Background: an optimization exercise with open tools, aiming at small area and a short achievable clock period. Do not read the settings as production practice. Only simulation tests tie the RTL to the original design; equivalence was not proved.

==> job 4014 <==
// fft_butterfly
module fft_butterfly(clk, rst, in_valid, k,
                     ar, ai, br, bi,
                     out_valid, y0r, y0i, y1r, y1i);
   input                clk, rst, in_valid;
   input        [8:0]   k;
   input        [17:0]  ar, ai, br, bi;
   output reg           out_valid;
   output reg   [17:0]  y0r, y0i, y1r, y1i;
   reg v1;
   reg v2;
   reg v3;
   reg q1_k_0;
   reg q1_k_1;
   reg q1_k_2;
   reg q1_k_3;
   reg q1_k_4;
   reg q1_k_5;
   reg q1_k_6;
   reg q1_k_7;
   reg q1_k_8;
   reg q2_n25;
   reg q1_br_0;
   reg q2_br_0;
   reg q2_n97;
   reg q1_br_1;
   reg q2_br_1;
   reg q2_n26;
   reg q1_br_2;
   reg q2_br_2;
   reg q1_br_3;
   reg q2_br_3;
   reg q1_br_4;
   reg q2_br_4;
   reg q1_br_5;
   reg q2_br_5;
   reg q1_br_6;
   reg q2_br_6;
   reg q1_br_7;
   reg q2_br_7;
   reg q1_br_8;
   reg q2_br_8;
   reg q1_br_9;
   reg q2_br_9;
   reg q1_br_10;
   reg q2_br_10;
   reg q1_br_11;
   reg q2_br_11;
   reg q1_br_12;
   reg q2_br_12;
   reg q1_br_13;
   reg q2_br_13;
   reg q1_br_14;
   reg q2_br_14;
   reg q1_br_15;
   reg q2_br_15;
   reg q1_br_16;
   reg q2_br_16;
   reg q1_br_17;
   reg q2_br_17;
   reg q2_n28;
   reg q2_n117;
   reg q2_n29;
   reg q2_n31;
   reg q2_n137;
   reg q2_n32;
   reg q2_n34;
   reg q2_n157;
   reg q2_n35;
   reg q2_n37;
   reg q2_n177;
   reg q2_n38;
   reg q2_n40;
   reg q2_n197;
   reg q2_n41;
   reg q2_n43;
   reg q1_bi_0;
   reg q2_bi_0;
   reg q2_n216;
   reg q1_bi_1;
   reg q2_bi_1;
   reg q2_n44;
   reg q1_bi_2;
   reg q2_bi_2;
   reg q1_bi_3;
   reg q2_bi_3;
   reg q1_bi_4;
   reg q2_bi_4;
   reg q1_bi_5;
   reg q2_bi_5;
   reg q1_bi_6;
  ...
export LEC_CHECK = 0
export ABC_AREA = 1
export CAP_MARGIN = 50
export CORE_MARGIN = 2
export CORE_UTILIZATION = 40
export PLACE_DENSITY = 0.6
export SLEW_MARGIN = 70
export SYNTH_HIERARCHICAL = 1
export SYNTH_MEMORY_MAX_BITS = 32768
create_clock -name core_clock -period 10.0 [get_ports {clk}]
standard.sh (not shown) runs the stock make flow with config.mk's settings and CLKGATE_MAP_FILE= SYNTH_SCRIPT=/design/flow/synth_recipe.tcl, a recipe that flattens the netlist after the stock synthesis.
==> flow/flow/run.sh <==
#!/bin/bash
# Layout flow: the standard ORFS flow (standard.sh, unchanged synthesis),
# with two changes to how the layout is made:
#  - the port buffers are sky130_fd_sc_hd__buf_2 cells instead of the delay
#    buffers buffer_ports picks by default (every port still gets a buffer);
#  - ORFS's repair_timing steps aim at a setup margin of SETUP_MARGIN ns below
#    the 10 ns clock, so they size up the slowest paths.
# The clock period and constraints are the design's. Each tool's output goes
# to flow.log here; ORFS keeps its per-step logs under orfs/logs/.
set -euo pipefail
cd "$(dirname "$0")/.."
SETUP_MARGIN=$(cat flow/setup_margin.txt)
bash standard.sh "BUFFER_PORTS_ARGS=-buffer_cell sky130_fd_sc_hd__buf_2" \
  "SETUP_SLACK_MARGIN=$SETUP_MARGIN" finish > flow.log 2>&1
==> flow/flow/setup_margin.txt <==
6.3
==> job 2009: changes against job 4014 <==
==> flow/run.sh (new file) <==
#!/bin/bash
# synth_recipe.tcl (not shown) runs the flow's synth.tcl, then flattens the netlist and writes it again
# the make line also repeats each setting of config.mk as NAME=value (left out here)
make -C /OpenROAD-flow-scripts/flow DESIGN_CONFIG=/design/flow/config.mk WORK_HOME=/design/flow/orfs CLKGATE_MAP_FILE= SYNTH_SCRIPT=/design/flow/synth_recipe.tcl finish
removed: flow/flow/run.sh
removed: flow/flow/setup_margin.txt
removed: flow/standard.sh
==> results.toml <==
[status]
status = "finished clean"

[detailed_routing]
dr_wl_met2_mm = 47.0
viasPerCell = 5.54

[layout]
clk_share_pct = 4.46
clock_buffers = 68
final_core_util_pct = 44.6

[setup_path]
cp_slowest_stage_delay_ns = 0.50
crit_chain = "buf_8 > buf_12 > inv_1 > xor2_2 > fa_1 > fa_1 > fa_1 > fa_1 > fa_1"
reg2reg_to = "q3_n453"

[global_route]
grt.total_usage_pct = 23.5

[sta]
fin_crit_ns = 3.60
That was job 4014.
==> results.toml <==
[setup_path]
crit_chain = "clkinv_2 > o22ai_1 > xor2_1 > fa_1 > fa_1 > fa_1 > fa_1 > fa_1"
reg2reg_to = "q3_n1316"
cp_slowest_stage_delay_ns = 0.54

[sta]
fin_crit_ns = 4.01

[status]
status = "finished clean"

[global_route]
grt.total_usage_pct = 24.6

[layout]
final_core_util_pct = 45.7
clock_buffers = 58

[detailed_routing]
viasPerCell = 5.61
dr_wl_met2_mm = 48.8
That was job 2009.

## static timing again, ports no longer ideal
The flow's constraints put no driver on any port. The routed layouts listed below were extracted and timed again, unchanged, in two steps. Step 1 (the two cells are an assumption about what drives the block):
set clk [get_ports {clk}]
set_driving_cell -lib_cell sky130_fd_sc_hd__clkbuf_16 $clk
set_driving_cell -lib_cell sky130_fd_sc_hd__buf_2 [delete_from_list [all_inputs] $clk]
Step 2 adds t to the input delays and takes it off the output delays; t is the mean of the earliest and latest rising clock arrival at the registers after step 1. Input paths then give back, and output paths get back, about the clock's delay inside the block. Slacks: no drivers / after step 1 / after step 2; pairs: no drivers / after step 1.
| run | shift t [ns] | setup slack, ns | hold slack, ns | slew at the worst register clock pin (ns) |
|---|---|---|---|---|
| job 4014 | 0.692 | 6.399 / 6.399 / 6.399 | 0.324 / 0.324 / 0.324 | 0.06 / 0.06 |
| job 2009 | 0.685 | 5.992 / 5.992 / 5.992 | 0.321 / 0.321 / 0.321 | 0.08 / 0.08 |
After both steps setup and hold are still met in every run listed.
